Background: an optimization exercise with open tools, aiming at small area, a short achievable clock period and few clock cycles. Do not read the settings as production practice. The RTL was checked by simulation tests, not by an equivalence proof against the original design.

orange:
==> module Processor, before the edit <==
module Processor (
    input Clock,
    input Reset,
    input [31:0] Mem_DataIn,
    output [31:0] Mem_Address,
    output Mem_WriteEnable,
    output [31:0] Mem_DataOut
    );
    reg  [31:0] mar;         
    reg         we;          
    reg  [31:0] dout;        
    reg         dcyc;        
    reg         ldp;         
    reg  [4:0]  ldrt;        
    reg  [31:0] ir;          
    reg         iv;          
    reg  [11:0] irpc;        
    reg  [31:0] hi;          
    reg         hineg;       
    reg  [32:0] dd;          
    reg  [4:0]  dcnt;        
    reg         dodd;        
    wire        dbusy = (dcnt != 5'd0);
    reg  [31:0] rf [1:31];
    reg         rst;         
    assign Mem_Address     = mar;
    assign Mem_WriteEnable = we;
    assign Mem_DataOut     = dout;
    wire [5:0]  op  = ir[31:26];
    wire [4:0]  rs  = ir[25:21];
    wire [4:0]  rt  = ir[20:16];
    wire [4:0]  rd  = ir[15:11];
    wire [4:0]  sh  = ir[10:6];
    wire [5:0]  fn  = ir[5:0];
    wire [15:0] imm = ir[15:0];
    wire is_mem  = op[5];
    wire is_sw   = op[5] & op[3];
    wire is_lw   = op[5] & ~op[3];
    wire is_mul  = ~op[5] & op[4];
    wire is_imm  = ~op[5] & ~op[4] & op[3];
    wire is_addi = is_imm & ~op[0];
    wire is_lui  = is_imm & op[1] & op[0];
    wire is_ori  = is_imm & ~op[1] & op[0];
    wire is_j0   = ~op[5] & ~op[4] & ~op[3];
    wire is_br   = is_j0 & op[2];
    wire is_jmp  = is_j0 & ~op[2] & op[1];
    wire is_jal  = is_jmp & op[0];
    wire is_r    = is_j0 & ~op[2] & ~op[1];
    wire is_as   = is_r & fn[5];                
    wire is_slt  = is_as & fn[3];
    wire is_sub  = is_as & fn[1];
    wire is_div  = is_r & ~fn[5] & fn[4] & fn[3];
    wire is_mfhi = is_r & ~fn[5] & fn[4] & ~fn[3];
    wire is_jr   = is_r & ~fn[5] & ~fn[4] & fn[3];
    wire is_sll  = is_r & ~fn[5] & ~fn[4] & ~fn[3];
    wire stall = iv & is_r & ~fn[5] & fn[4] & dbusy;    
    wire ex    = iv & ~dcyc & ~stall;
    wire [32*31-1:0] rflat;
    genvar g;
    generate
        for (g = 1; g < 32; g = g + 1) begin : rfl
            assign rflat[32*(g-1) +: 32] = rf[g];
        end
    endgenerate
    wire [31:0] sela, selb;
    wire [31:0] A, B;
    rf_dec deca (.a(rs), .y(sela));
    rf_dec decb (.a(rt), .y(selb));
    rf_sel rda  (.s(sela[31:1]), .d(rflat), .y(A));
    rf_sel rdb  (.s(selb[31:1]), .d(rflat), .y(B));
    wire [31:0] simm = {{16{imm[15]}}, imm};
    wire        xzero = is_mfhi | is_div;
    wire [31:0] X = xzero ? 32'd0 : A;
    wire [31:0] Y = is_mfhi ? hi :
                    is_div  ? A :
                    (is_imm | is_mem) ? simm : B;
    wire        sub = is_sub | (is_mfhi & hineg) | (is_div & A[31]);
    wire [31:0] sum;
    wire        sum_co;
    add_rc #(32) alu_add (.a(X), .b(Y ^ {32{sub}}), .ci(sub), .s(sum), .co(sum_co));
    wire        lt  = (A[31] ^ B[31]) ? A[31] : sum[31];
    wire [31:0] xa = A ^ {32{A[31]}};
    wire [31:0] xb = B ^ {32{B[31]}};
    reg  [5:0]  ca, cb;
    integer n;
    always @(*) begin
        ca = 6'd32;
        cb = 6'd32;
        for (n = 0; n < 32; n = n + 1) begin
            if (xa[n]) ca = 6'd31 - n;
            if (xb[n]) cb = 6'd31 - n;
        end
    end
    wire [6:0]  kd   = {1'b0, cb} - {1'b0, ca} + 7'd1;
    wire [5:0]  k    = kd[6] ? 6'd0 : kd[5:0];   
    wire [31:0] babs = xb + {31'd0, B[31]};      
    wire [32:0] bsh  = {1'b0, babs} << k;
    wire [4:0]  shamt = is_div ? k[4:0] : sh;
    wire [31:0] mb    = (is_sll | is_div) ? ((32'd1 << shamt) & {32{~(is_div & k[5])}}) : A;
    wire [31:0] ma    = is_div ? babs : B;
    wire [31:0] prod;
    mul32lo mul (.a(ma), .b(mb), .p(prod));
    wire [31:0] lg = is_lui ? {imm, 16'd0} : {A[31:16], A[15:0] | imm};
    wire [31:0] res = (is_mul | is_sll) ? prod :
                      is_imm ? (is_addi ? sum : lg) :
                      is_jal ? {18'd0, irpc, 2'b00} :
                      is_slt ? {31'd0, lt} : sum;
    wire        wr_ex = is_mul | is_imm | is_jal | (is_r & (fn[5] | ~fn[3]));
    wire [4:0]  dest  = (is_r | is_mul) ? rd : is_imm ? rt : 5'd31;
    wire        eq       = (A == B);
    wire        redirect = is_jmp | is_jr | (is_br & (eq ^ op[0]));
    wire [11:0] btarget  = irpc + imm[11:0];
    wire [11:0] target   = is_jmp ? ir[11:0] : is_jr ? A[13:2] : btarget;
    wire [11:0] seq      = mar[13:2] + 12'd1;
    wire        rf_we = dcyc ? ldp : (ex & wr_ex);
    wire [4:0]  rf_wa = dcyc ? ldrt : dest;
    wire [31:0] rf_wd = dcyc ? Mem_DataIn : res;
    integer i;
    always @(posedge Clock) begin
        for (i = 1; i < 32; i = i + 1)
            if (rf_we && rf_wa == i) rf[i] <= rf_wd;
    end
    always @(posedge Clock) rst <= Reset;
    always @(posedge Clock) begin
        if (rst) begin
            mar  <= 32'd0;
            we   <= 1'b0;
            dcyc <= 1'b0;
            ldp  <= 1'b0;
            iv   <= 1'b0;
        end else if (dcyc) begin
            mar  <= {18'd0, irpc, 2'b00};
            we   <= 1'b0;
            dcyc <= 1'b0;
            ldp  <= 1'b0;
        end else if (!stall) begin
            ir   <= Mem_DataIn;
            irpc <= seq;
            iv   <= 1'b1;
            if (ex & is_mem) begin
                mar  <= sum;
                we   <= is_sw;
                dcyc <= 1'b1;
                ldp  <= is_lw;
            end else if (ex & redirect) begin
                mar  <= {18'd0, target, 2'b00};
                iv   <= 1'b0;
            end else begin
                mar  <= {18'd0, seq, 2'b00};
            end
        end
    end
    always @(posedge Clock) begin
        dout <= B;
        ldrt <= rt;
    end
    wire [33:0] t1, t2;
    wire        t1co, t2co;
    add_bk #(34) dst1 (.a({2'b0, hi}), .b({1'b1, ~dd}), .ci(1'b1), .s(t1), .co(t1co));
    wire [31:0] r1 = t1[33] ? hi : t1[31:0];
    add_rc #(34) dst2 (.a({2'b0, r1}), .b({2'b11, ~dd[32:1]}), .ci(1'b1), .s(t2), .co(t2co));
    wire [31:0] r2 = t2[33] ? r1 : t2[31:0];
    always @(posedge Clock) begin
        if (rst) begin
            hi    <= 32'd0;
            hineg <= 1'b0;
            dcnt  <= 5'd0;
        end else if (ex & is_div) begin
            hi    <= sum;                        
            hineg <= A[31];
            dd    <= {bsh[32], prod};            
            dcnt  <= k[5:1] + 5'd1;              
            dodd  <= ~k[0];
        end else if (dbusy) begin
            hi    <= (dcnt == 5'd1 && dodd) ? r1 : r2;
            dd    <= {2'b0, dd[32:2]};
            dcnt  <= dcnt - 5'd1;
        end
    end
endmodule
clock: 125.0 ns
lec_check: 0
cap_margin: 20
core_margin: 2
core_utilization: 40
cts_cluster_diameter: 120
cts_cluster_size: 20
slew_margin: 20
synth_hierarchical: 1
standard.sh (not shown) runs the stock make flow with config.mk's settings and CLKGATE_MAP_FILE= SYNTH_SCRIPT=/design/flow/synth_recipe.tcl, a recipe that flattens the netlist after the stock synthesis.
==> flow/flow/run.sh <==
#!/bin/bash
# Own layout flow: the standard layout (standard.sh), with one extra step
# after placement: flow/resize.tcl sizes the buffers that ORFS puts on the
# ports, the flip-flops that drive the output buffers and the high-fanout
# gates right behind the input buffers (cell swaps and re-legalization only;
# the constraints are untouched). Each tool's output goes to its own log here.
set -euo pipefail
R=orfs/results/${FLOW_PLATFORM}/Processor/base
bash standard.sh place > std_place.log 2>&1
cp "$R/3_place.odb" "$R/3_place_unsized.odb"
IN_ODB="$R/3_place_unsized.odb" OUT_ODB="$R/3_place.odb" \
    openroad -exit flow/resize.tcl > resize.log 2>&1
bash standard.sh finish > std_finish.log 2>&1
Other scripts of this flow, unchanged in this note and not shown: flow/flow/resize.tcl
Testbench counts of orange, summed over its fixed seeds: cycles 270,798.
--- input diff orange..red ---
--- a/flow/design.v
+++ b/flow/design.v
@@ -42,10 +42,25 @@
             assign c[k+1] = (a[k] & b[k]) | (c[k] & (a[k] ^ b[k]));
         end
     endgenerate
     assign co = c[W];
 endmodule
+module inc_rc #(parameter W = 32) (
+    input  [W-1:0] a,
+    input          ci,
+    output [W-1:0] s
+    );
+    wire [W:0] c;
+    assign c[0] = ci;
+    genvar k;
+    generate
+        for (k = 0; k < W; k = k + 1) begin : rc
+            assign s[k]   = a[k] ^ c[k];
+            assign c[k+1] = a[k] & c[k];
+        end
+    endgenerate
+endmodule
 `timescale 1ns / 1ps
 module rf_dec (
     input  [4:0]  a,
     output [31:0] y
     );
@@ -978,11 +993,12 @@
             if (xb[n]) cb = 6'd31 - n;
         end
     end
     wire [6:0]  kd   = {1'b0, cb} - {1'b0, ca} + 7'd1;
     wire [5:0]  k    = kd[6] ? 6'd0 : kd[5:0];   
-    wire [31:0] babs = xb + {31'd0, B[31]};      
+    wire [31:0] babs;                            
+    inc_rc #(32) babs_inc (.a(xb), .ci(B[31]), .s(babs));
     wire [32:0] bsh  = {1'b0, babs} << k;
     wire [4:0]  shamt = is_div ? k[4:0] : sh;
     wire [31:0] mb    = (is_sll | is_div) ? ((32'd1 << shamt) & {32{~(is_div & k[5])}}) : A;
     wire [31:0] ma    = is_div ? babs : B;
     wire [31:0] prod;
@@ -994,13 +1010,24 @@
                       is_slt ? {31'd0, lt} : sum;
     wire        wr_ex = is_mul | is_imm | is_jal | (is_r & (fn[5] | ~fn[3]));
     wire [4:0]  dest  = (is_r | is_mul) ? rd : is_imm ? rt : 5'd31;
     wire        eq       = (A == B);
     wire        redirect = is_jmp | is_jr | (is_br & (eq ^ op[0]));
-    wire [11:0] btarget  = irpc + imm[11:0];
+    wire [11:0] btarget;
+    wire        btarget_co;
+    add_rc #(12) badd (.a(irpc), .b(imm[11:0]), .ci(1'b0), .s(btarget), .co(btarget_co));
     wire [11:0] target   = is_jmp ? ir[11:0] : is_jr ? A[13:2] : btarget;
-    wire [11:0] seq      = mar[13:2] + 12'd1;
+    wire [11:0] seq;
+    inc_rc #(12) pcinc (.a(mar[13:2]), .ci(1'b1), .s(seq));
+    reg  [11:0] btag, btgt;
+    reg         bval;
+    wire [11:0] pseq   = dcyc ? irpc : seq;
+    wire        bhit   = bval & (btag == pseq);
+    wire [11:0] pnext  = bhit ? btgt : pseq;
+    wire        is_ctrl = is_br | is_jmp | is_jr;
+    wire [11:0] succ   = redirect ? target : irpc;
+    wire        mispred = is_ctrl & (mar[13:2] != succ);
     wire        rf_we = dcyc ? ldp : (ex & wr_ex);
     wire [4:0]  rf_wa = dcyc ? ldrt : dest;
     wire [31:0] rf_wd = dcyc ? Mem_DataIn : res;
     integer i;
     always @(posedge Clock) begin
@@ -1014,11 +1041,11 @@
             we   <= 1'b0;
             dcyc <= 1'b0;
             ldp  <= 1'b0;
             iv   <= 1'b0;
         end else if (dcyc) begin
-            mar  <= {18'd0, irpc, 2'b00};
+            mar  <= {18'd0, pnext, 2'b00};
             we   <= 1'b0;
             dcyc <= 1'b0;
             ldp  <= 1'b0;
         end else if (!stall) begin
             ir   <= Mem_DataIn;
@@ -1027,15 +1054,28 @@
             if (ex & is_mem) begin
                 mar  <= sum;
                 we   <= is_sw;
                 dcyc <= 1'b1;
                 ldp  <= is_lw;
-            end else if (ex & redirect) begin
-                mar  <= {18'd0, target, 2'b00};
+            end else if (ex & mispred) begin
+                mar  <= {18'd0, succ, 2'b00};
                 iv   <= 1'b0;
             end else begin
-                mar  <= {18'd0, seq, 2'b00};
+                mar  <= {18'd0, pnext, 2'b00};
+            end
+        end
+    end
+    always @(posedge Clock) begin
+        if (rst) begin
+            bval <= 1'b0;
+        end else if (ex & is_ctrl) begin
+            if (redirect & (target < irpc)) begin
+                btag <= irpc;
+                btgt <= target;
+                bval <= 1'b1;
+            end else if (mispred & ~redirect) begin
+                bval <= 1'b0;                    
             end
         end
     end
     always @(posedge Clock) begin
         dout <= B;
## What came out
red vs orange: first-pass GRT wire length up in red. Delta (red minus orange): slew at the pin closest to its max-slew limit lower. Compare orange and red | final worst setup slack lower: orange. Compare orange and red | number of cells produced by synthesis lower: red. Register area in red is 740 sq um higher than in orange. Compared red against orange; routed length on met1 within noise. [red vs orange] sequential share of layout area: higher in red. red ends up with a number of standard-cell rows in the floorplan that is about 0.64% higher than in orange. On worst slew margin relative to its limit: between orange and red, it ends up lower for orange.
Testbench counts of red, summed over its fixed seeds: cycles 264,703.

what the ideal ports hide:
The results above use ideal ports. As a check the final layouts listed here were re-extracted and re-timed, cells and wires unchanged. Step 1 (the two cells are an assumption about what drives the block):
set clk [get_ports {Clock}]
set_driving_cell -lib_cell sky130_fd_sc_hd__clkbuf_16 $clk
set_driving_cell -lib_cell sky130_fd_sc_hd__buf_2 [delete_from_list [all_inputs] $clk]
Step 2 moves the port delays by t, midway between the first and last clock arrival at a register: inputs arrive t later, outputs are due t later. That takes back most of the time a late clock gives input paths. a / b / c = ideal ports / drivers / drivers and shift; a / b = the first two.
run | t (ns) | setup WS [ns] | clock arrival spread, ns | slew at the worst register clock pin (ns) | worst slew at a driven data input, ns
orange | 0.797 | 98.705 / 98.617 / 98.766 | 0.084 / 0.085 | 0.11 / 0.11 | 0.11
red | 0.794 | 98.740 / 98.661 / 98.393 | 0.084 / 0.085 | 0.11 / 0.11 | 0.08
After both steps every run listed still meets setup and hold. The setup slack of red, which loses most, moves by -0.079 ns with the drivers and by -0.347 ns with both steps.
